This design comes from an exercise in tuning for small area, a short achievable clock period and few clock cycles per item on the open sky130 flow, not from production work. The RTL was checked by simulation tests, not by an equivalence proof against the original design.

==> flow/design.v (outline; a module is shown in full before it is edited, if it fits) <==
// module geofence: 441 lines
module geofence ( clk,reset,X,Y,valid,is_inside);
  // ...
==> flow/run.sh <==
#!/bin/bash
# synth_recipe.tcl (not shown) runs the flow's synth.tcl, then flattens the netlist and writes it again
# the make line also repeats each setting of config.mk as NAME=value (left out here)
make -C /OpenROAD-flow-scripts/flow DESIGN_CONFIG=/design/flow/config.mk WORK_HOME=/design/flow/orfs CLKGATE_MAP_FILE= SYNTH_SCRIPT=/design/flow/synth_recipe.tcl finish
==> flow/config.mk <==
export PLATFORM = sky130hd
export DESIGN_NAME = geofence
export DESIGN_NICKNAME = geofence
export VERILOG_FILES = /design/flow/design.v
export SDC_FILE = /design/flow/constraint.sdc
export NUM_CORES = 4
export LEC_CHECK = 0
export CAP_MARGIN = 20
export CORE_MARGIN = 2
export CORE_UTILIZATION = 40
export SETUP_SLACK_MARGIN = 4.5
export SLEW_MARGIN = 20
==> flow/constraint.sdc <==
create_clock -name core_clock -period 11.0 [get_ports {clk}]
set_input_delay 2.2000 -clock core_clock [delete_from_list [all_inputs] [get_ports {clk}]]
set_output_delay 2.2000 -clock core_clock [all_outputs]
set_load 0.01 [all_outputs]
==> impl_metrics.py, run 1 <==
metrics = {
    "final_layout": {
        "nNonClkBuffers": 138,
        "n_antenna_cell": 1,
        "drive_gt1_share_pct": 15.06,
        "mostFrequentLayoutCell": "fa_1",
        "synthToLayoutAreaGrowth_pct": 14.82,
        "clock_buffers": 9,
        "fillers": 3549,
    },
    "floorplan": {
        "num_io_pins": 24,
        "taps": 518,
        "die-area_um2": 41140,
    },
    "critical_path": {
        "r2r_slack_ps": 4600,
        "critPathCaptureType": "flop",
        "critPathMostFrequentCell": "fa_2",
        "crit_required_ps": 11060,
        "critPathCapture": "lmy[4]",
        "slowest_delay_ps": 500,
        "worstSetupPathType": "flop to flop",
    },
    "timing": {
        "layout_min_cycle_time_ps": 6400,
        "drv_slew": 0,
        "clock_skew_ps": 7.757,
    },
    "logic_synthesis": {
        "netlist.area_leader.share_pct": 43.04,
        "synthTopCellsByCount": "fa_1 (340), and2_1 (293), inv_1 (211)",
    },
    "global_routing": {
        "grtUsageMet2_pct": 35.91,
        "overflow": 0,
    },
    "drt": {
        "wl_met2_mm": 20.08,
    },
    "outcome": {
        "status": "complete, no violations",
    },
    "clocking": {
        "clk_pin_slew_worst_paths_ps": 70,
    },
    "worst_hold_path": {
        "hold_end": "is_inside",
    },
    "placed_design": {
        "hpwl_mm": 30.05,
        "port_buffers": 23,
    },
}
Testbench counts, summed over its fixed seeds: cycles 20,369, items 2,400.
==> inputs of run 2 (changes only) <==
--- a/flow/config.mk
+++ b/flow/config.mk
@@ -9,4 +9,4 @@
 export CORE_MARGIN = 2
 export CORE_UTILIZATION = 40
-export SETUP_SLACK_MARGIN = 4.5
+export SETUP_SLACK_MARGIN = 4.0
 export SLEW_MARGIN = 20
==> run 2 against run 1 <==
Net effect:
- still clean
- register-to-register slack worse by 360 ps
- routed wire length fell by 6.7%
- maximum frequency decreased by 5.3%
- final area fell by 6.1%
- critical path type unchanged
==> impl_metrics.py, run 2 <==
metrics = {
    "outcome": {
        "status": "complete, no violations",
    },
    "final_layout": {
        "drive_gt1_share_pct": 5.331,
        "final_core_util_pct": 43.93,
        "final_area_um2": 17060,
        "final_cell_mix": "fa_1 (340), and2_1 (293), inv_1 (211), nand2_1 (134), ha_1 (106)",
        "mostFrequentLayoutCell": "fa_1",
        "nets": 1945,
        "synthToLayoutAreaGrowth_pct": 7.857,
        "n_antenna_cell": 0,
    },
    "clocking": {
        "numCtsBuffers": 9,
        "cts_root_buf": "clkbuf_16",
        "clk_pin_slew_worst_paths_ps": 80,
        "cts_max_path_buffers": 2,
        "numClockSinks": 99,
        "clock_latency_ps": 360,
        "htree_levels": 3,
        "tritoncts": "built",
    },
    "logic_synthesis": {
        "synth_edf_count": 69,
        "synthDistinctLibCells": 65,
        "seq_area_frac_synth_pct": 17.06,
        "yosys.area_share.simple_pct": 18.00,
        "synth.area.top_cells": "fa_1 (43%), edfxtp_1 (13%), and2_1 (12%)",
        "synth_fa_ha_area_share_pct": 51.43,
        "avgSynthCellArea_um2": 10.76,
        "yosysTopAreaCell": "fa_1",
        "syn_area_um2": 15810,
        "synth_warnings": 1,
        "synth_mux_area_share_pct": 0.1583,
        "synth_most_common_cell": "fa_1",
        "synthCells": 1470,
        "synth_top_family_by_area": "adder cells",
        "synth_compound_area_share_pct": 3.402,
        "ys_ff_latch": 99,
        "netlist.area_leader.share_pct": 43.04,
        "synthArstFlopShare_pct": 5.051,
        "synthTopCellsByCount": "fa_1 (340), and2_1 (293), inv_1 (211)",
        "synth_xor_area_share_pct": 3.482,
        "syn_nets": 1938,
        "yosys_most_used_dff": "edfxtp_1",
    },
    "critical_path": {
        "r2r_end": "lmy[0]",
        "worstSetupPathType": "flop to flop",
        "cp_max_fo": 24,
        "critPathCaptureType": "flop",
        "r2r_cells": 19,
        "crit_required_ps": 11040,
        "r2r_start": "rmx[3]",
        "r2r_slack_ps": 4240,
        "start_kind": "flop",
        "arrival_ps": 6800,
    },
    "drt": {
        "totalWireLength_mm": 38.35,
        "detail-route-antenna-nets": 0,
        "viasPerCell": 5.109,
        "drc": 0,
        "vias": 10220,
        "detail_route.wl_per_cell_um": 19.18,
        "drtIter0Drc": 589,
        "drtPass1Iterations": 5,
    },
    "placed_design": {
        "routabilityCongestion": 0.8508,
        "hpwl_mm": 30.12,
        "post-place-ws_ps": 3794,
        "placed_area_um2": 16620,
        "port_buffers": 23,
    },
    "floorplan": {
        "rows": 72,
        "die_w_um": 202.8,
        "num_io_pins": 24,
        "die_height_um": 202.8,
        "fp.coreArea_um2": 38830,
        "start_util_pct": 40.73,
        "die-area_um2": 41140,
    },
    "timing": {
        "layout_min_cycle_time_ps": 6758,
        "tns_ps": 0,
        "worst_pin_slew_ps": 1184,
        "fin_crit_sh_pct": 61.43,
        "slew_headroom_pct": 20.34,
        "max_freq_ghz": 0.1480,
        "finalSetupViolations": 0,
        "rsz0062_at_grt": "no",
        "finalHoldViolations": 0,
        "drv_slew": 0,
        "clock_skew_ps": 13.41,
        "worst_slack_ps": 4242,
    },
    "global_routing": {
        "overflow": 0,
        "grt.total_usage_pct": 19.97,
        "grt_pass1_wl_mm": 62.61,
        "grt_max_degree": 25,
        "grt_pass1_vias": 11410,
        "antenna_found_initial": 0,
    },
    "worst_hold_path": {
        "hold_end": "is_inside",
        "min_path_cells": 2,
        "hp-class": "flop to flop",
        "hp-start": "full",
    },
    "run": {
        "cap_violations": 0,
    },
}
run 2: area by class of cell:
cell class / count / area [um2]
clock buffer: 9 / 225.2
clock inverter: 7 / 88.84
fill: 3686 / 21770
inverter: 213 / 799.5
multi-input combinational: 1099 / 12110
sequential: 99 / 2710
tap: 518 / 648.1
timing repair buffer: 55 / 474.2
run 2: timing repair:
action                                  CTS  global route
endpoints found under the setup margin   39            49
buffers inserted                          1            12
hold endpoints to repair                  0             0
gates resized for setup                   2             9
hold buffers                              0             0
pin swaps                                 1             0
run 2: how the worst max path moves through the flow:
stage / startpoint / to / slack (ps)
2_1_floorplan: rmx[2] / lmx[0] / 4250
3_3_place_gp: wmy[6] / rmx[8] / 3920
3_5_place_dp: wmy[6] / rmy[5] / 3790
4_1_cts: wmy[0] / lmy[0] / 4010
5_1_grt: wmx[7] / lmx[9] / 3980
6_report: rmx[3] / lmy[0] / 4240
run 2: worst max-delay path: stages (launching register included):
cell and delay (ps):
edfxtp_1 600, and2_1 270, fa_1 470, inv_1 50, fa_1 390, fa_1 490
fa_1 520, fa_1 430, fa_1 510, inv_1 50, fa_1 390, ha_1 220
fa_1 370, a31oi_1 220, o21ai_0 130, a31o_2 290, o32a_4 370, a211o_1 270
a21oi_2 160, buf_6 250
run 2: cell families (layout without fill, tap and decap cells):
| logic type | count (synthesis) | count (layout) |
|---|---|---|
| flops | 99 | 99 |
| buf+inv | 272 | 284 |
| mux | 2 | 2 |
| simple gates | 520 | 520 |
| xor+xnor | 62 | 62 |
| fa+ha+maj | 446 | 446 |
| compound gates | 69 | 69 |
run 2: stage by stage:
stage               hold slack [ps]  std cells
global route                  504.5       2000
detailed placement            470.3       1971
floorplan                     434.5       1470
finish                        495.8       2000
global placement              465.5       1971
CTS                           495.1       1988
run 2: per-layer routing:
metal	track usage [%]	vias up	part of all wire [%]
met5	0	-	0
met4	4.041	0	1.5
met3	2.488	32	5.4
met2	34.69	262	50
met1	26.96	5375	43
li1	-	4549	-
==> inputs of run 3 (changes only) <==
--- a/flow/config.mk
+++ b/flow/config.mk
@@ -6,7 +6,8 @@
 export NUM_CORES = 4
 export LEC_CHECK = 0
+export ABC_AREA = 1
 export CAP_MARGIN = 20
 export CORE_MARGIN = 2
 export CORE_UTILIZATION = 40
-export SETUP_SLACK_MARGIN = 4.0
+export SETUP_SLACK_MARGIN = 5
 export SLEW_MARGIN = 20
==> run 3 against run 2 <==
Net effect:
- largest cell class unchanged
- non-clock buffer count grew 103
- critical path type unchanged
- worst setup slack gained 840 ps
- via count grew 20%
- maximum frequency grew 14%
- synthesized cell count grew 28%
- worst hold slack lost 23 ps
- routed wire length grew 15%
- register-to-register slack gained 840 ps
- still clean
- utilization grew 2.9 points
==> impl_metrics.py, run 3 <==
metrics = {
    "outcome": {
        "status": "complete, no violations",
    },
    "drt": {
        "drtIter0Drc": 1151,
        "viasPerCell": 4.888,
        "detail_route.wl_per_cell_um": 17.52,
        "drc": 0,
        "detail-route-antenna-nets": 0,
        "drtPass1Iterations": 6,
        "totalWireLength_mm": 43.98,
        "vias": 12270,
    },
    "timing": {
        "layout_min_cycle_time_ps": 5915,
        "slew_headroom_pct": 28.48,
        "worst_pin_slew_ps": 1070,
        "drv_slew": 0,
        "finalHoldViolations": 0,
        "fin_crit_sh_pct": 53.77,
        "max_freq_ghz": 0.1691,
        "worst_slack_ps": 5085,
        "finalSetupViolations": 0,
        "tns_ps": 0,
        "rsz0062_at_grt": "yes",
        "clock_skew_ps": 7.895,
    },
    "clocking": {
        "ctsHoldBuffers": 0,
        "htree_levels": 3,
        "clock_latency_ps": 350,
        "cts_max_path_buffers": 2,
        "numCtsBuffers": 9,
        "cts_root_buf": "clkbuf_16",
        "tritoncts": "built",
        "clk_pin_slew_worst_paths_ps": 70,
        "numClockSinks": 99,
    },
    "final_layout": {
        "final_cell_mix": "inv_1 (521), nand2_1 (497), fa_1 (271), ha_1 (99), buf_4 (98)",
        "synthToLayoutAreaGrowth_pct": 16.00,
        "mostFrequentLayoutCell": "inv_1",
        "nets": 2441,
        "drive_gt1_share_pct": 15.57,
        "n_antenna_cell": 0,
        "fillers": 3771,
    },
    "global_routing": {
        "grt.total_usage_pct": 21.49,
        "grt_max_degree": 23,
        "grt_pass1_vias": 13110,
        "overflow": 0,
        "antenna_found_initial": 0,
        "grt_pass1_wl_mm": 69.23,
    },
    "logic_synthesis": {
        "synth_mux_area_share_pct": 0,
        "synth_warnings": 1,
        "synth_top_family_by_area": "adder cells",
        "yosys_most_used_dff": "edfxtp_1",
        "synthCells": 1880,
        "yosys.area_share.simple_pct": 14.87,
        "synth_xor_area_share_pct": 2.738,
        "synth_edf_count": 69,
        "syn_nets": 2348,
        "netlist.area_leader.share_pct": 41.49,
        "synthArstFlopShare_pct": 5.051,
        "synth_fa_ha_area_share_pct": 49.57,
        "synth_compound_area_share_pct": 2.173,
        "syn_area_um2": 16410,
        "synthTopCellsByCount": "inv_1 (536), nand2_1 (504), fa_1 (340)",
        "synth_most_common_cell": "inv_1",
        "avgSynthCellArea_um2": 8.727,
        "ys_ff_latch": 99,
        "yosysTopAreaCell": "fa_1",
        "seq_area_frac_synth_pct": 16.44,
        "synth.area.top_cells": "fa_1 (41%), edfxtp_1 (13%), inv_1 (12%)",
        "synthDistinctLibCells": 43,
    },
    "floorplan": {
        "fp.coreArea_um2": 40650,
        "num_io_pins": 24,
        "die_height_um": 206.5,
        "rows": 74,
        "start_util_pct": 40.37,
        "die-area_um2": 42650,
        "die_w_um": 206.5,
    },
    "critical_path": {
        "r2r_start": "lmx[6]",
        "slowest_delay_ps": 580,
        "cp_max_fo": 7,
        "path_cells": "buf_4 > buf_4 > nand2_1 > inv_1 > fa_1 > inv_1 > fa_2 > fa_2 > fa_2 > fa_2 > inv_1 > fa_2 > ha_4 > nand2_1 > inv_1 > nand4_1 > nor4_2 > nand2_1 > nand2_1 > nand2_1 > nand3_4 > nand3_4 > nand2_4",
        "r2r_slack_ps": 5090,
        "critPathLaunch": "lmx[6]",
        "r2r_end": "lmx[6]",
        "start_kind": "flop",
        "critPathCaptureType": "flop",
        "arrival_ps": 5960,
        "r2r_cells": 23,
        "critPathCapture": "lmx[6]",
        "crit_required_ps": 11040,
        "crit_slowest_cell": "fa_2",
        "worstSetupPathType": "flop to flop",
    },
    "worst_hold_path": {
        "hp-class": "flop to flop",
    },
    "placed_design": {
        "hpwl_mm": 31.57,
        "routabilityCongestion": 0.9000,
        "port_buffers": 23,
        "post-place-ws_ps": 3991,
    },
    "run": {
        "cap_violations": 0,
    },
}
==> run 3: cell types whose count changed after synthesis, moves of 4 or more <==
cell / before / now
a21oi_1: 13 / 17
a21oi_2: 2 / 6
nand2_1: 134 / 504
and2_1: 293 / 0
nand3_1: 14 / 25
nor2b_1: 4 / 0
nor2_1: 30 / 45
clkbuf_1: 58 / 80
xnor2_1: 37 / 15
nand2_2: 0 / 4
inv_1: 211 / 536
==> run 3: how the worst min path moves through the flow <==
stage	startpoint	to	slack [ps]	cells after the start
after detailed placement	valid	cnt[0]	460	1
after global routing	valid	cnt[0]	510	1
after CTS	valid	cnt[0]	480	1
after floorplan	wmx[0]	lmx[0]	440	0
after global placement	valid	cnt[0]	470	1
final	valid	cnt[0]	470	1
==> run 3: worst max-delay path, delay by kind of cell (launching register included) <==
| family | cells | cell delay [ps] |
|---|---|---|
| adders and majority gates | 7 | 3060 |
| and+or+nand+nor | 10 | 1570 |
| buffers and inverters | 6 | 560 |
| DFF | 1 | 410 |
==> run 3: kinds of logic after synthesis <==
kind of cell | count (synthesis)
xor gates and xnor gates | 47
buffers and inverters | 621
and+or+nand+nor | 614
DFF | 99
AOI/OAI and AO/OA | 53
adders and majority gates | 446
==> run 3: repair_timing <==
action                                 CTS  global route
endpoints found under the hold margin    0             0
buffers inserted                        71            45
pin swaps                               14            80
gates cloned                             3             5
setup endpoints to repair               51            51
resized for setup                       43           133
==> run 3: metrics by stage <==
stage / cell area (um2) / hold slack, ps / utilization (%) / instances
2_1_floorplan: 16520 / 443.7 / - / 1880
3_3_place_gp: 17190 / 467.4 / 42.28 / 2370
3_5_place_dp: 17190 / 465.0 / 42.28 / 2370
4_1_cts: 18200 / 482.8 / 44.79 / 2460
5_1_grt: 19030 / 507.9 / 46.82 / 2510
6_report: 19030 / 472.7 / 46.82 / 2510
==> run 3: layout make-up <==
| class | count | area (um2) | area share, % |
|---|---|---|---|
| clock inverter | 4 | 30.03 | 0.1578 |
| tap | 532 | 665.6 | 3.497 |
| inverter | 541 | 2031 | 10.67 |
| sequential | 99 | 2738 | 14.38 |
| multi-input combinational | 1164 | 11790 | 61.92 |
| timing repair buffer | 158 | 1525 | 8.014 |
| clock buffer | 12 | 257.7 | 1.354 |
==> run 3: routing by layer <==
layer / part of all wire [%] / vias up / global-route usage [%]
li1: - / 5547 / -
met1: 40 / 6071 / 28.53
met2: 48 / 533 / 36.38
met3: 8.3 / 118 / 2.570
met4: 3.7 / 0 / 7.602
met5: 0 / - / 0
==> inputs of run 4 (changes only) <==
--- a/flow/config.mk
+++ b/flow/config.mk
@@ -6,5 +6,4 @@
 export NUM_CORES = 4
 export LEC_CHECK = 0
-export ABC_AREA = 1
 export CAP_MARGIN = 20
 export CORE_MARGIN = 2
@@ -12,2 +11,3 @@
 export SETUP_SLACK_MARGIN = 5
 export SLEW_MARGIN = 20
+export TNS_END_PERCENT = 0
==> run 4 against run 3 <==
Net effect:
- cell count fell by 19%
- final area fell by 7.2%
- clock-buffer cell count fell by 2
- global-route usage fell by 0.85 points
- worst setup slack got worse by 450 ps
- register-to-register slack got worse by 450 ps
- sequential share of layout area rose by 1.1 points
- routed wire length fell by 9.9%
- largest cell class unchanged
==> impl_metrics.py, run 4 <==
metrics = {
    "timing": {
        "rsz0062_at_grt": "yes",
        "drv_slew": 0,
        "clock_skew_ps": 9.716,
        "hold_slack_ps": 490.8,
        "finalSetupViolations": 0,
        "worst_pin_slew_ps": 831.8,
        "finalHoldViolations": 0,
        "layout_min_cycle_time_ps": 6362,
        "slew_headroom_pct": 44.15,
        "fin_crit_sh_pct": 57.83,
        "max_freq_ghz": 0.1572,
        "tns_ps": 0,
    },
    "clocking": {
        "clk_pin_slew_worst_paths_ps": 80,
        "tritoncts": "built",
        "cts_root_buf": "clkbuf_16",
        "cts_max_path_buffers": 2,
        "htree_levels": 3,
        "clock_latency_ps": 350,
        "numClockSinks": 99,
        "numCtsBuffers": 9,
    },
    "logic_synthesis": {
        "synth_mux_area_share_pct": 0.1583,
        "synth_top_family_by_area": "adder cells",
        "synth_compound_area_share_pct": 3.402,
        "synth_fa_ha_area_share_pct": 51.43,
        "ys_ff_latch": 99,
        "synthTopCellsByCount": "fa_1 (340), and2_1 (293), inv_1 (211)",
        "synth.area.top_cells": "fa_1 (43%), edfxtp_1 (13%), and2_1 (12%)",
        "yosys.area_share.simple_pct": 18.00,
        "syn_nets": 1938,
        "synth_most_common_cell": "fa_1",
        "yosysTopAreaCell": "fa_1",
        "avgSynthCellArea_um2": 10.76,
        "synthCells": 1470,
        "synth_warnings": 1,
        "netlist.area_leader.share_pct": 43.04,
        "synthDistinctLibCells": 65,
        "synthArstFlopShare_pct": 5.051,
        "seq_area_frac_synth_pct": 17.06,
        "yosys_most_used_dff": "edfxtp_1",
        "synth_xor_area_share_pct": 3.482,
        "synth_edf_count": 69,
        "syn_area_um2": 15810,
    },
    "critical_path": {
        "arrival_ps": 6440,
        "worstSetupPathType": "flop to flop",
        "start_kind": "flop",
        "critPathLaunch": "rmx[7]",
        "cp_max_fo": 7,
        "r2r_start": "rmx[7]",
        "crit_required_ps": 11080,
        "critPathCaptureType": "flop",
    },
    "floorplan": {
        "num_io_pins": 24,
        "start_util_pct": 40.73,
        "rows": 72,
        "die_w_um": 202.8,
        "die_height_um": 202.8,
        "die-area_um2": 41140,
        "fp.coreArea_um2": 38830,
    },
    "drt": {
        "drc": 0,
        "drtPass1Iterations": 5,
        "detail_route.wl_per_cell_um": 19.40,
        "viasPerCell": 5.138,
        "vias": 10500,
        "drtIter0Drc": 545,
        "totalWireLength_mm": 39.65,
        "detail-route-antenna-nets": 0,
    },
    "worst_hold_path": {
        "hp-class": "flop to flop",
        "hp-start": "full",
    },
    "final_layout": {
        "drive_gt1_share_pct": 11.86,
        "mostFrequentLayoutCell": "fa_1",
        "nets": 1989,
        "n_antenna_cell": 0,
        "fillers": 3595,
        "synthToLayoutAreaGrowth_pct": 11.69,
        "final_cell_mix": "fa_1 (306), and2_1 (282), inv_1 (210), nand2_1 (134), ha_1 (103)",
    },
    "global_routing": {
        "grt.total_usage_pct": 20.65,
        "grt_pass1_wl_mm": 64.89,
        "overflow": 0,
        "grt_max_degree": 23,
        "antenna_found_initial": 0,
        "grt_pass1_vias": 11890,
    },
    "placed_design": {
        "hpwl_mm": 29.79,
        "port_buffers": 23,
        "routabilityCongestion": 0.8800,
    },
    "outcome": {
        "status": "complete, no violations",
    },
    "run": {
        "cap_violations": 0,
    },
}
-- run 4: per-layer routing --
metal  vias up  wire (um)  GRT usage (%)
li1       4645          -              -
met1      5424      16570          27.73
met2       362      19830          35.89
met3        71       2247          2.006
met4         0       1007          5.422
met5         -          0              0
-- run 4: logic make-up after synthesis --
logic type,count (synthesis)
xor gates and xnor gates,62
muxes,2
DFF,99
adders and majority gates,446
AOI/OAI and AO/OA,69
and+or+nand+nor,520
buffers and inverters,272
-- run 4: area by class of cell --
class / instances / area, um2 / area share [%]
clock buffers: 10 / 239.0 / 1.353
clock inverters: 6 / 48.80 / 0.2763
inverters: 213 / 799.5 / 4.527
multi-input cells: 1101 / 12320 / 69.76
flip-flops and latches: 99 / 2743 / 15.53
well taps: 518 / 648.1 / 3.670
repair buffers: 97 / 862.1 / 4.881
-- run 4: through the flow --
step,cell area (um2),setup WS [ps],utilization (%),instances
2_1_floorplan,16000,5013,-,1470
3_3_place_gp,16680,3915,42.97,1961
3_5_place_dp,16680,3782,42.97,1961
4_1_cts,17570,4679,45.25,2034
5_1_grt,17660,4400,45.49,2044
6_report,17660,4638,45.49,2044
-- run 4: repair_timing --
item                       CTS  global route
hold buffers                 0             0
cloned                       3             0
setup endpoints to repair   51            51
pin swaps                   13             5
setup buffers               54            10
resized for setup           40             4
-- run 4: path summary, 6_finish.rpt --
| path | end | slack, ps | depth (start not counted) |
|---|---|---|---|
| setup / recovery | lmy[3] | 4640 | 20 |
| hold / removal | is_inside | 490 | 2 |
| setup reg to reg | lmy[3] | 4640 | 20 |
| hold reg to reg | is_inside | 490 | 2 |
| max in group asynchronous | cnt[2] | 8790 | 2 |
| min in group asynchronous | cnt[3] | 2050 | 2 |
-- run 4: critical path: stages (launching register included) --
cell      delay [ps]
edfxtp_1         570
and2_1           260
fa_1             500
inv_1             70
fa_2             400
fa_2             390
fa_2             350
fa_2             380
fa_1             400
inv_1             80
fa_1             420
ha_2             200
fa_2             320
a31oi_1          210
o21ai_1           90
a31o_2           230
o32a_4           340
a211o_1          350
buf_4            170
a21oi_4          200
buf_6            150
==> inputs of run 5 (changes only) <==
--- a/flow/config.mk
+++ b/flow/config.mk
@@ -11,3 +11,2 @@
 export SETUP_SLACK_MARGIN = 5
 export SLEW_MARGIN = 20
-export TNS_END_PERCENT = 0
==> run 5 against run 4 <==
Net effect:
- still clean
- sequential share of layout area shrank 0.20 points
- routed wire length grew 0.57%
- non-clock buffer count grew 18
- critical path depth shrank 1
- sequential cell count is the same
- worst hold slack is essentially flat
- clock skew grew 2.5 ps
- die area is the same
- maximum frequency grew 0.93%
- via count grew 0.62%
- clock-buffer cell count is the same
- cell count grew 0.88%
- highest routed layer unchanged
==> impl_metrics.py, run 5 <==
metrics = {
    "logic_synthesis": {
        "yosysTopAreaCell": "fa_1",
        "synthCells": 1470,
        "avgSynthCellArea_um2": 10.76,
        "ys_ff_latch": 99,
        "synth_edf_count": 69,
        "synth_most_common_cell": "fa_1",
        "seq_area_frac_synth_pct": 17.06,
        "syn_nets": 1938,
        "synthTopCellsByCount": "fa_1 (340), and2_1 (293), inv_1 (211)",
        "netlist.area_leader.share_pct": 43.04,
        "syn_area_um2": 15810,
        "yosys_most_used_dff": "edfxtp_1",
        "synthDistinctLibCells": 65,
        "synth.area.top_cells": "fa_1 (43%), edfxtp_1 (13%), and2_1 (12%)",
        "synthArstFlopShare_pct": 5.051,
        "synth_warnings": 1,
    },
    "timing": {
        "rsz0062_at_grt": "yes",
        "worst_slack_ps": 4697,
        "tns_ps": 0,
        "max_freq_ghz": 0.1586,
        "fin_crit_sh_pct": 57.30,
        "finalSetupViolations": 0,
        "drv_slew": 0,
        "slew_headroom_pct": 44.92,
        "clock_skew_ps": 12.25,
        "layout_min_cycle_time_ps": 6303,
        "finalHoldViolations": 0,
        "worst_pin_slew_ps": 820.4,
    },
    "clocking": {
        "clk_pin_slew_worst_paths_ps": 70,
        "cts_max_path_buffers": 2,
        "cts_root_buf": "clkbuf_16",
        "ctsHoldBuffers": 0,
        "numClockSinks": 99,
        "numCtsBuffers": 9,
        "tritoncts": "built",
        "clock_latency_ps": 350,
        "htree_levels": 3,
    },
    "critical_path": {
        "cp_max_fo": 10,
        "critPathTopFamily": "adder cells",
        "slowest_delay_ps": 580,
        "crit_slowest_cell": "fa_2",
        "start_kind": "flop",
        "crit_required_ps": 11070,
        "critPathMostFrequentCell": "fa_2",
        "arrival_ps": 6370,
        "critPathCaptureType": "flop",
        "worstSetupPathType": "flop to flop",
        "path_cells": "and2_1 > fa_1 > fa_2 > fa_2 > fa_2 > fa_2 > inv_1 > fa_2 > fa_2 > ha_4 > nand4_1 > o221ai_1 > a21oi_1 > a21oi_2 > o32a_4 > a211o_4 > buf_6 > a21oi_4 > buf_6",
        "worst-path-buf-inv": 3,
    },
    "worst_hold_path": {
        "hp-class": "flop to flop",
    },
    "global_routing": {
        "grt_max_degree": 23,
        "grt_pass1_wl_mm": 65.30,
        "antenna_found_initial": 0,
        "overflow": 0,
        "grt_pass1_vias": 11940,
        "grt.total_usage_pct": 20.79,
    },
    "drt": {
        "totalWireLength_mm": 39.87,
        "drtIter0Drc": 608,
        "drc": 0,
        "detail_route.wl_per_cell_um": 19.34,
        "vias": 10570,
        "drtPass1Iterations": 5,
        "detail-route-antenna-nets": 0,
        "viasPerCell": 5.125,
    },
    "final_layout": {
        "drive_gt1_share_pct": 13.73,
        "register_area_um2": 2743,
        "multi_input_area_um2": 12400,
        "n_antenna_cell": 0,
        "synthToLayoutAreaGrowth_pct": 13.14,
        "fillers": 3554,
        "nets": 2007,
        "mostFrequentLayoutCell": "fa_1",
        "final_cell_mix": "fa_1 (301), and2_1 (281), inv_1 (208), nand2_1 (134), ha_1 (103)",
        "final_core_util_pct": 46.08,
    },
    "outcome": {
        "status": "complete, no violations",
    },
    "floorplan": {
        "rows": 72,
        "die-area_um2": 41140,
        "die_height_um": 202.8,
        "fp.coreArea_um2": 38830,
        "die_w_um": 202.8,
        "start_util_pct": 40.73,
        "num_io_pins": 24,
    },
    "placed_design": {
        "routabilityCongestion": 0.8800,
        "port_buffers": 23,
        "hpwl_mm": 29.79,
        "post-place-ws_ps": 3782,
    },
    "run": {
        "cap_violations": 0,
    },
}
==> run 5: metal layers <==
metal  share of wire, %  wire [um]  track usage [%]
met4                2.4        969            5.214
met1                 42      16940            27.94
met5                  0          0                0
met2                 50      19960            36.03
met3                5.0       1996            2.279
==> run 5: repair_timing <==
item	in CTS	in global routing
resized for setup	54	11
gates cloned	3	0
pin swaps	19	8
endpoints found under the setup margin	51	51
setup buffers	73	9
==> run 5: path summary, 6_finish.rpt <==
kind,startpoint,end,slack [ps],depth (start not counted)
min,full,is_inside,490,2
max,rmy[7],lsx,4700,19
min reg2reg,full,is_inside,490,2
max in group asynchronous,reset,cnt[2],8780,2
max reg2reg,rmy[7],lsx,4700,19
min in group asynchronous,reset,cnt[3],2050,2
==> run 5: worst reg2reg max path: cells and delay by family (launching register included) <==
family	cells	cell delay [ps]
AO/OA/AOI/OAI	6	1410
adder cells (fa/ha/maj)	8	3340
buffers and inverters	3	320
flip-flops	1	570
AND/OR/NAND/NOR	2	390
==> run 5: area by class of cell <==
class,count,share of cell area [%]
tap,518,3.623
sequential,99,15.33
timing repair buffer,115,5.658
clock inverter,6,0.2727
multi-input combinational,1101,69.31
clock buffer,10,1.336
inverter,213,4.469
==> run 5: kinds of logic (layout without fill, tap and decap cells) <==
family / Yosys count / after routing / share of synthesized area, %
multiplexers: 2 / 2 / 0.1582
XOR/XNOR: 62 / 62 / 3.482
buffers and inverters: 272 / 344 / 6.465
flip-flops: 99 / 99 / 17.06
AND/OR/NAND/NOR: 520 / 520 / 18.00
adder cells (fa/ha/maj): 446 / 446 / 51.43
AO/OA/AOI/OAI: 69 / 71 / 3.403
==> run 5: stage by stage <==
step           cell area, um2  hold WS [ps]  cells
2_1_floorplan           16000         434.5   1470
3_3_place_gp            16680         464.2   1961
3_5_place_dp            16680         469.6   1961
4_1_cts                 17780         492.4   2053
5_1_grt                 17890         557.8   2062
6_report                17890         490.5   2062
==> inputs of run 6 (changes only) <==
--- a/flow/config.mk
+++ b/flow/config.mk
@@ -11,2 +11,3 @@
 export SETUP_SLACK_MARGIN = 5
 export SLEW_MARGIN = 20
+export TNS_END_PERCENT = 20
==> run 6 against run 5 <==
Net effect:
- first-iteration DRC count fell by 14%
- non-clock buffer count decreased by 9
- worst hold slack gained 1.4 ps
- utilization shrank 0.27 points
- register-to-register slack got worse by 40 ps
- via count is 0.41% lower
- critical path type unchanged
- critical endpoint is now lmy[3]
==> impl_metrics.py, run 6 <==
metrics = {
    "final_layout": {
        "drive_gt1_share_pct": 13.03,
        "final_core_util_pct": 45.81,
        "nets": 1998,
        "fillers": 3590,
        "synthToLayoutAreaGrowth_pct": 12.48,
        "final_cell_mix": "fa_1 (301), and2_1 (281), inv_1 (209), nand2_1 (134), ha_1 (102)",
        "mostFrequentLayoutCell": "fa_1",
        "n_antenna_cell": 0,
    },
    "logic_synthesis": {
        "ys_ff_latch": 99,
        "syn_nets": 1938,
        "syn_area_um2": 15810,
        "synthArstFlopShare_pct": 5.051,
        "synth_most_common_cell": "fa_1",
        "synthCells": 1470,
        "synth_warnings": 1,
        "yosys_most_used_dff": "edfxtp_1",
        "netlist.area_leader.share_pct": 43.04,
        "seq_area_frac_synth_pct": 17.06,
        "avgSynthCellArea_um2": 10.76,
        "synthDistinctLibCells": 65,
        "synth.area.top_cells": "fa_1 (43%), edfxtp_1 (13%), and2_1 (12%)",
        "yosysTopAreaCell": "fa_1",
        "synth_edf_count": 69,
        "synthTopCellsByCount": "fa_1 (340), and2_1 (293), inv_1 (211)",
    },
    "floorplan": {
        "rows": 72,
        "die_w_um": 202.8,
        "num_io_pins": 24,
        "start_util_pct": 40.73,
        "fp.coreArea_um2": 38830,
        "die-area_um2": 41140,
        "die_height_um": 202.8,
    },
    "placed_design": {
        "routabilityCongestion": 0.8800,
        "port_buffers": 23,
        "hpwl_mm": 29.79,
    },
    "timing": {
        "drv_slew": 0,
        "finalSetupViolations": 0,
        "worst_pin_slew_ps": 826.0,
        "finalHoldViolations": 0,
        "tns_ps": 0,
        "max_freq_ghz": 0.1578,
        "rsz0062_at_grt": "yes",
        "fin_crit_sh_pct": 57.62,
        "clock_skew_ps": 9.380,
        "slew_headroom_pct": 44.54,
        "layout_min_cycle_time_ps": 6338,
    },
    "clocking": {
        "clock_latency_ps": 350,
        "numCtsBuffers": 9,
        "clk_pin_slew_worst_paths_ps": 70,
        "htree_levels": 3,
        "cts_max_path_buffers": 2,
        "tritoncts": "built",
        "numClockSinks": 99,
        "cts_root_buf": "clkbuf_16",
        "ctsHoldBuffers": 0,
    },
    "global_routing": {
        "grt_pass1_wl_mm": 64.89,
        "overflow": 0,
        "grt.total_usage_pct": 20.65,
        "grt_max_degree": 23,
        "antenna_found_initial": 0,
        "grt_pass1_vias": 11860,
    },
    "critical_path": {
        "critPathCaptureType": "flop",
        "slowest_delay_ps": 610,
        "critPathLaunch": "lmx[5]",
        "start_kind": "flop",
        "worst-path-buf-inv": 5,
        "path_cells": "buf_4 > buf_4 > nand2_1 > fa_2 > fa_1 > fa_1 > fa_2 > fa_1 > inv_1 > fa_1 > ha_1 > fa_1 > a31oi_1 > o221ai_1 > a21oi_1 > a21bo_4 > mux2i_2 > a211o_1 > buf_6 > a21oi_4 > buf_6",
        "critPathMostFrequentCell": "fa_1",
        "arrival_ps": 6410,
        "cp_max_fo": 6,
        "crit_required_ps": 11080,
        "critPathTopFamily": "adder cells",
        "crit_slowest_cell": "fa_1",
        "worstSetupPathType": "flop to flop",
        "r2r_slack_ps": 4660,
        "r2r_start": "lmx[5]",
    },
    "worst_hold_path": {
        "hp-start": "full",
        "hp-class": "flop to flop",
    },
    "drt": {
        "vias": 10520,
        "drc": 0,
        "drtIter0Drc": 520,
        "viasPerCell": 5.126,
        "totalWireLength_mm": 39.78,
        "drtPass1Iterations": 5,
        "detail-route-antenna-nets": 0,
        "detail_route.wl_per_cell_um": 19.38,
    },
    "run": {
        "cap_violations": 0,
    },
    "outcome": {
        "status": "complete, no violations",
    },
}
-- run 6: cell counts after synthesis --
Identical to the previous run, type by type.
-- run 6: cell families (layout without fill, tap and decap cells) --
| kind of cell | Yosys count | count (layout) | synth area share [%] |
|---|---|---|---|
| adders and majority gates | 446 | 446 | 51.43 |
| muxes | 2 | 2 | 0.1582 |
| and+or+nand+nor | 520 | 520 | 18.00 |
| xor gates and xnor gates | 62 | 62 | 3.482 |
| DFF | 99 | 99 | 17.06 |
| AOI/OAI and AO/OA | 69 | 71 | 3.403 |
| buffers and inverters | 272 | 335 | 6.465 |
-- run 6: repair_timing --
item	4_1_cts	5_1_grt
gates resized for setup	42	15
cloned	3	0
setup endpoints to repair	51	51
pin swaps	15	11
setup buffers	54	19
-- run 6: through the flow --
step	std cells	hold slack [ps]	setup WS (ps)	area, um2
after global routing	2053	557.8	4486	17790
after floorplan	1470	434.5	5013	16000
after global placement	1961	464.2	3915	16680
after detailed placement	1961	469.6	3782	16680
final	2053	491.9	4662	17790
after CTS	2034	492.4	4679	17590
-- run 6: metal layers --
layer  GRT usage [%]  wire length (um)  up-vias  share of wire (%)
met5               0                 0        -                  0
met4           5.422               877        0                2.2
met3           2.006              2185       61                5.5
met2           35.81             20020      327                 50
met1           27.80             16700     5478                 42
li1                -                 -     4658                  -
-- run 6: area by class of cell --
| type | count | area [um2] | share of cell area [%] |
|---|---|---|---|
| Multi-Input combinational cell | 1101 | 12370 | 69.55 |
| Tap cell | 518 | 648.1 | 3.644 |
| Inverter | 213 | 799.5 | 4.495 |
| Clock inverter | 6 | 48.80 | 0.2744 |
| Timing Repair Buffer | 106 | 937.1 | 5.269 |
| Clock buffer | 10 | 239.0 | 1.344 |
| Sequential cell | 99 | 2743 | 15.42 |
-- run 6: worst paths after layout --
| kind | to | cells after the start |
|---|---|---|
| max | lmy[3] | 21 |
| min | is_inside | 2 |
| max reg2reg | lmy[3] | 21 |
| min reg2reg | is_inside | 2 |
| max in group asynchronous | cnt[2] | 2 |
| min in group asynchronous | cnt[3] | 2 |
-- run 6: worst register-to-register path, stage by stage (launching register included) --
cell      delay, ps
edfxtp_1        520
buf_4           200
buf_4           130
nand2_1          80
fa_2            450
fa_1            400
fa_1            610
fa_2            470
fa_1            510
inv_1            50
fa_1            370
ha_1            230
fa_1            370
a31oi_1         150
o221ai_1        140
a21oi_1         140
a21bo_4         270
mux2i_2         180
a211o_1         300
buf_6           150
a21oi_4         200
buf_6           150
==> inputs of run 7 (changes only) <==
==> flow/flow/run.sh (new file) <==
#!/bin/bash
set -euo pipefail
grep -q 'SETUP_SLACK_MARGIN=5 ' standard.sh
sed 's/SETUP_SLACK_MARGIN=5 /SETUP_SLACK_MARGIN=6.5 /' standard.sh > flow_standard.sh
bash flow_standard.sh > layout.log 2>&1
==> flow/standard.sh (new file) <==
#!/bin/bash
# synth_recipe.tcl (not shown) runs the flow's synth.tcl, then flattens the netlist and writes it again
# the make line also repeats each setting of config.mk as NAME=value (left out here)
make -C /OpenROAD-flow-scripts/flow DESIGN_CONFIG=/design/flow/config.mk WORK_HOME=/design/flow/orfs CLKGATE_MAP_FILE= SYNTH_SCRIPT=/design/flow/synth_recipe.tcl "${@:-finish}"
--- a/flow/config.mk
+++ b/flow/config.mk
@@ -6,4 +6,5 @@
 export NUM_CORES = 4
 export LEC_CHECK = 0
+export ABC_AREA = 1
 export CAP_MARGIN = 20
 export CORE_MARGIN = 2
@@ -11,3 +12,2 @@
 export SETUP_SLACK_MARGIN = 5
 export SLEW_MARGIN = 20
-export TNS_END_PERCENT = 20
removed: flow/run.sh
==> run 7 against run 6 <==
Net effect:
- still clean on timing, DRC and antenna
- die area grew 3.7%
- sequential cell count is the same
- largest cell class unchanged
==> impl_metrics.py, run 7 <==
metrics = {
    "timing": {
        "fin_crit_sh_pct": 53.90,
        "worst_slack_ps": 5071,
        "finalHoldViolations": 0,
        "max_freq_ghz": 0.1687,
        "finalSetupViolations": 0,
        "layout_min_cycle_time_ps": 5929,
        "tns_ps": 0,
        "rsz0062_at_grt": "yes",
        "worst_pin_slew_ps": 982.8,
        "clock_skew_ps": 12.13,
        "drv_slew": 0,
        "slew_headroom_pct": 34.32,
        "hold_slack_ps": 493.6,
    },
    "floorplan": {
        "die_height_um": 206.5,
        "die-area_um2": 42650,
        "start_util_pct": 40.37,
        "rows": 74,
        "die_w_um": 206.5,
        "fp.coreArea_um2": 40650,
        "num_io_pins": 24,
    },
    "critical_path": {
        "start_kind": "flop",
        "critPathCapture": "rmy[8]",
        "r2r_cells": 23,
        "r2r_end": "rmy[8]",
        "critPathLaunch": "lmx[5]",
        "slowest_delay_ps": 560,
        "critPathMostFrequentCell": "fa_2",
        "crit_required_ps": 11080,
        "critPathCaptureType": "flop",
        "worstSetupPathType": "flop to flop",
        "r2r_start": "lmx[5]",
        "arrival_ps": 6010,
        "r2r_slack_ps": 5070,
        "cp_max_fo": 6,
        "path_cells": "nand2_1 > inv_2 > fa_2 > inv_2 > fa_2 > fa_2 > fa_2 > fa_2 > fa_2 > inv_2 > fa_2 > ha_1 > nand2_2 > nor2_1 > a21oi_1 > nor2_1 > nor2_2 > nand2_1 > nand2_2 > nand3_4 > buf_4 > o31ai_4 > buf_6",
        "crit_slowest_cell": "fa_2",
    },
    "placed_design": {
        "routabilityCongestion": 0.8949,
        "hpwl_mm": 31.72,
        "post-place-ws_ps": 4057,
        "port_buffers": 23,
        "dp_cells": 2370,
    },
    "run": {
        "cap_violations": 0,
    },
    "global_routing": {
        "grt_pass1_wl_mm": 70.35,
        "grt_pass1_vias": 13510,
        "grt_max_degree": 23,
        "antenna_found_initial": 0,
        "grt.total_usage_pct": 21.82,
        "overflow": 0,
    },
    "logic_synthesis": {
        "syn_nets": 2348,
        "syn_area_um2": 16410,
        "ys_ff_latch": 99,
        "synthCells": 1880,
        "seq_area_frac_synth_pct": 16.44,
        "synthTopCellsByCount": "inv_1 (536), nand2_1 (504), fa_1 (340)",
        "synth.area.top_cells": "fa_1 (41%), edfxtp_1 (13%), inv_1 (12%)",
        "synth_edf_count": 69,
        "avgSynthCellArea_um2": 8.727,
        "synth_most_common_cell": "inv_1",
        "yosysTopAreaCell": "fa_1",
        "synth_warnings": 1,
        "synthArstFlopShare_pct": 5.051,
        "yosys_most_used_dff": "edfxtp_1",
        "netlist.area_leader.share_pct": 41.49,
        "synthDistinctLibCells": 43,
    },
    "clocking": {
        "clk_pin_slew_worst_paths_ps": 80,
        "cts_max_path_buffers": 2,
        "ctsHoldBuffers": 0,
        "htree_levels": 3,
        "numCtsBuffers": 9,
        "numClockSinks": 99,
        "cts_root_buf": "clkbuf_16",
        "clock_latency_ps": 360,
        "tritoncts": "built",
    },
    "drt": {
        "vias": 12260,
        "viasPerCell": 4.869,
        "drc": 0,
        "detail_route.wl_per_cell_um": 17.30,
        "drtIter0Drc": 861,
        "detail-route-antenna-nets": 0,
        "totalWireLength_mm": 43.57,
        "drtPass1Iterations": 5,
    },
    "final_layout": {
        "n_antenna_cell": 0,
        "mostFrequentLayoutCell": "inv_1",
        "drive_gt1_share_pct": 17.12,
        "synthToLayoutAreaGrowth_pct": 17.01,
        "final_cell_mix": "inv_1 (519), nand2_1 (492), fa_1 (260), ha_1 (101), buf_4 (101)",
        "nets": 2449,
        "final_cells": 2518,
        "fillers": 3781,
    },
    "worst_hold_path": {
        "hp-class": "flop to flop",
        "hp-start": "valid",
    },
    "outcome": {
        "status": "complete, no violations",
    },
}
-- run 7: how the worst min path moves through the flow --
stage          slack, ps  cells after the start     end
6_report             490                      1  cnt[1]
5_1_grt              520                      1  cnt[1]
4_1_cts              490                      1  cnt[1]
3_5_place_dp         470                      1  cnt[1]
3_3_place_gp         460                      1  cnt[1]
2_1_floorplan        440                      0  lmx[0]
-- run 7: through the flow --
step	area, um2	utilization, %
detailed placement	17260	42.46
global placement	17260	42.46
global route	19200	47.23
floorplan	16690	-
finish	19200	47.23
CTS	18940	46.59
-- run 7: what timing repair did --
item	in CTS	in global routing
gates resized for setup	124	51
pin swaps	46	48
setup endpoints to repair	51	53
cloned	7	0
buffers inserted	112	13
-- run 7: routing by layer --
layer	track usage (%)	share of wire, %	vias to the layer above	wire (um)
met4	7.347	3.3	0	1459
li1	-	-	5566	-
met3	3.138	7.6	92	3314
met5	0	0	-	0
met2	38.22	50	471	21700
met1	27.68	39	6131	17100
-- run 7: cell type report --
class / instances / area, um2 / share of cell area (%)
clock buffer: 9 / 225.2 / 1.173
clock inverter: 7 / 78.83 / 0.4106
timing repair buffer: 166 / 1590 / 8.284
inverter: 541 / 2031 / 10.58
multi-input combinational: 1164 / 11860 / 61.80
tap: 532 / 665.6 / 3.467
sequential: 99 / 2743 / 14.29
-- run 7: critical path: cells and delay by family (launching register included) --
family                   cells  cell delay [ps]
adder cells (fa/ha/maj)      8             3510
AND/OR/NAND/NOR              8              750
flip-flops                   1              500
buffers and inverters        5              480
AO/OA/AOI/OAI                2              410
-- run 7: cell families (layout without fill, tap and decap cells) --
group / count (synthesis) / count (layout) / share of synthesized area, %
AO/OA/AOI/OAI: 53 / 54 / 2.173
XOR/XNOR: 47 / 47 / 2.738
adder cells (fa/ha/maj): 446 / 446 / 49.57
buffers and inverters: 621 / 723 / 14.21
flip-flops: 99 / 99 / 16.44
AND/OR/NAND/NOR: 614 / 617 / 14.87
==> inputs of run 8 (changes only) <==
==> flow/flow/run.sh (replaced) <==
#!/bin/bash
set -euo pipefail
grep -q 'SETUP_SLACK_MARGIN=5 ' standard.sh
sed 's/SETUP_SLACK_MARGIN=5 /SETUP_SLACK_MARGIN=5.5 /' standard.sh > flow_standard.sh
bash flow_standard.sh > layout.log 2>&1
==> run 8 against run 7 <==
Net effect:
- worst setup slack gained 17 ps
- die area is the same
==> impl_metrics.py, run 8 <==
metrics = {
    "clocking": {
        "ctsHoldBuffers": 0,
        "numCtsBuffers": 9,
        "tritoncts": "built",
        "clock_latency_ps": 350,
        "numClockSinks": 99,
        "cts_root_buf": "clkbuf_16",
        "clk_pin_slew_worst_paths_ps": 80,
        "htree_levels": 3,
        "cts_max_path_buffers": 2,
    },
    "global_routing": {
        "antenna_found_initial": 1,
        "grt_max_degree": 23,
        "grt_pass1_vias": 13240,
        "grt.total_usage_pct": 21.22,
        "overflow": 0,
        "grt_pass1_wl_mm": 68.68,
    },
    "timing": {
        "tns_ps": 0,
        "rsz0062_at_grt": "yes",
        "worst_pin_slew_ps": 936.7,
        "clock_skew_ps": 13.17,
        "finalHoldViolations": 0,
        "max_freq_ghz": 0.1691,
        "layout_min_cycle_time_ps": 5912,
        "drv_slew": 0,
        "fin_crit_sh_pct": 53.75,
        "worst_slack_ps": 5088,
        "finalSetupViolations": 0,
        "slew_headroom_pct": 37.40,
    },
    "critical_path": {
        "r2r_cells": 27,
        "critPathMostFrequentCell": "fa_2",
        "crit_slowest_cell": "fa_2",
        "cp_max_fo": 3,
        "start_kind": "flop",
        "critPathCaptureType": "flop",
        "arrival_ps": 6200,
        "crit_required_ps": 11290,
        "worstSetupPathType": "flop to flop",
        "slowest_delay_ps": 560,
    },
    "final_layout": {
        "final_cell_mix": "inv_1 (507), nand2_1 (485), fa_1 (258), buf_4 (109), ha_1 (100)",
        "multi_input_area_um2": 11890,
        "final_cells": 2536,
        "n_antenna_cell": 0,
        "synthToLayoutAreaGrowth_pct": 18.33,
        "nets": 2467,
        "mostFrequentLayoutCell": "inv_1",
        "register_area_um2": 2754,
        "fillers": 3685,
        "drive_gt1_share_pct": 19.01,
    },
    "placed_design": {
        "hpwl_mm": 32.05,
        "post-place-ws_ps": 4118,
        "dp_cells": 2369,
        "port_buffers": 23,
        "routabilityCongestion": 0.9129,
    },
    "drt": {
        "drtPass1Iterations": 5,
        "totalWireLength_mm": 44.71,
        "drc": 0,
        "vias": 12460,
        "drtIter0Drc": 955,
        "detail_route.wl_per_cell_um": 17.63,
        "detail-route-antenna-nets": 0,
        "viasPerCell": 4.912,
    },
    "outcome": {
        "status": "complete, no violations",
    },
    "floorplan": {
        "die-area_um2": 42650,
        "die_w_um": 206.5,
        "rows": 74,
        "die_height_um": 206.5,
        "start_util_pct": 40.37,
        "fp.coreArea_um2": 40650,
        "num_io_pins": 24,
    },
    "logic_synthesis": {
        "seq_area_frac_synth_pct": 16.44,
        "yosys_most_used_dff": "edfxtp_1",
        "synthArstFlopShare_pct": 5.051,
        "ys_ff_latch": 99,
        "syn_area_um2": 16410,
        "syn_nets": 2348,
        "synth_most_common_cell": "inv_1",
        "yosysTopAreaCell": "fa_1",
        "synthTopCellsByCount": "inv_1 (536), nand2_1 (504), fa_1 (340)",
        "synthDistinctLibCells": 43,
        "synth_edf_count": 69,
        "synth.area.top_cells": "fa_1 (41%), edfxtp_1 (13%), inv_1 (12%)",
        "synthCells": 1880,
        "synth_warnings": 1,
        "netlist.area_leader.share_pct": 41.49,
        "avgSynthCellArea_um2": 8.727,
    },
    "run": {
        "cap_violations": 0,
    },
    "worst_hold_path": {
        "hp-class": "flop to flop",
        "min_path_cells": 1,
    },
}
[run 8: cell counts after synthesis]
Identical to the previous run, type by type.
[run 8: routing by layer]
layer,part of all wire [%],vias to the layer above,routed length (um),track usage (%)
met5,0,-,0,0
met4,4.5,0,1999,8.571
met3,8.3,139,3725,3.642
met2,49,569,21840,35.87
met1,38,6143,17140,27.07
li1,-,5605,-,-
[run 8: kinds of logic after synthesis]
| kind of cell | Yosys count | share of synthesized area, % |
|---|---|---|
| fa+ha+maj | 446 | 49.57 |
| compound gates | 53 | 2.173 |
| flops | 99 | 16.44 |
| buf+inv | 621 | 14.21 |
| xor+xnor | 47 | 2.738 |
| simple gates | 614 | 14.87 |
[run 8: final cells by class]
cell class | count | area share [%]
multi-input cells | 1164 | 61.24
flip-flops and latches | 99 | 14.18
inverters | 541 | 10.46
repair buffers | 184 | 9.222
well taps | 532 | 3.428
clock buffers | 9 | 1.160
clock inverters | 7 | 0.3029
[run 8: stage by stage]
stage / hold WS (ps) / utilization, % / instance area, um2
finish: 474.6 / 47.77 / 19410
floorplan: 443.7 / - / 16670
global placement: 465.1 / 42.41 / 17240
CTS: 482.0 / 45.82 / 18620
detailed placement: 463.8 / 42.41 / 17240
global route: 527.0 / 47.77 / 19410
[run 8: worst max-delay path, delay by kind of cell, from the launching register on]
family	cells	cell delay, ps
AO/OA/AOI/OAI	1	130
adder cells (fa/ha/maj)	8	3620
buffers and inverters	6	380
flip-flops	1	460
AND/OR/NAND/NOR	12	1230
[run 8: repair_timing]
action,in CTS,in global routing
gates resized for setup,92,120
buffers inserted,94,49
pin swaps,42,63
cloned,5,3
endpoints found under the setup margin,51,51
[run 8: path summary, 6_finish.rpt]
path / from / end / slack, ps
setup reg to reg: lmx[5] / valid / 5090
max in group asynchronous: reset / cnt[2] / 8800
hold reg to reg: valid / cnt[0] / 470
hold / removal: valid / cnt[0] / 470
min in group asynchronous: reset / cnt[1] / 2030
setup / recovery: lmx[5] / valid / 5090

[afterwards: timing with drivers on the ports]
The flow's constraints put no driver on any port. The routed layouts listed below were extracted and timed again, unchanged, in two steps.
Step 1 assumes that a clkbuf_16 drives the clock port and a buf_2 every other input.
Step 2 moves the port delays by t, midway between the first and last clock arrival at a register: inputs arrive t later, outputs are due t later. That takes back most of the time a late clock gives input paths.
Three values: no drivers, after step 1, after step 2; two values: the first two.
run | shift t [ns] | slack for setup (ns) | worst data-port slew with drivers (ns)
run 1 | 0.383 | 4.600 / 4.600 / 4.600 | 0.04
run 2 | 0.397 | 4.242 / 4.242 / 4.242 | 0.04
run 3 | 0.393 | 5.085 / 5.085 / 5.085 | 0.04
run 4 | 0.384 | 4.638 / 4.638 / 4.638 | 0.04
run 5 | 0.383 | 4.697 / 4.697 / 4.697 | 0.04
run 6 | 0.387 | 4.662 / 4.662 / 4.662 | 0.04
run 7 | 0.401 | 5.071 / 5.071 / 5.071 | 0.03
run 8 | 0.394 | 5.088 / 5.088 / 5.088 | 0.04
After both steps every run listed still meets setup and hold.
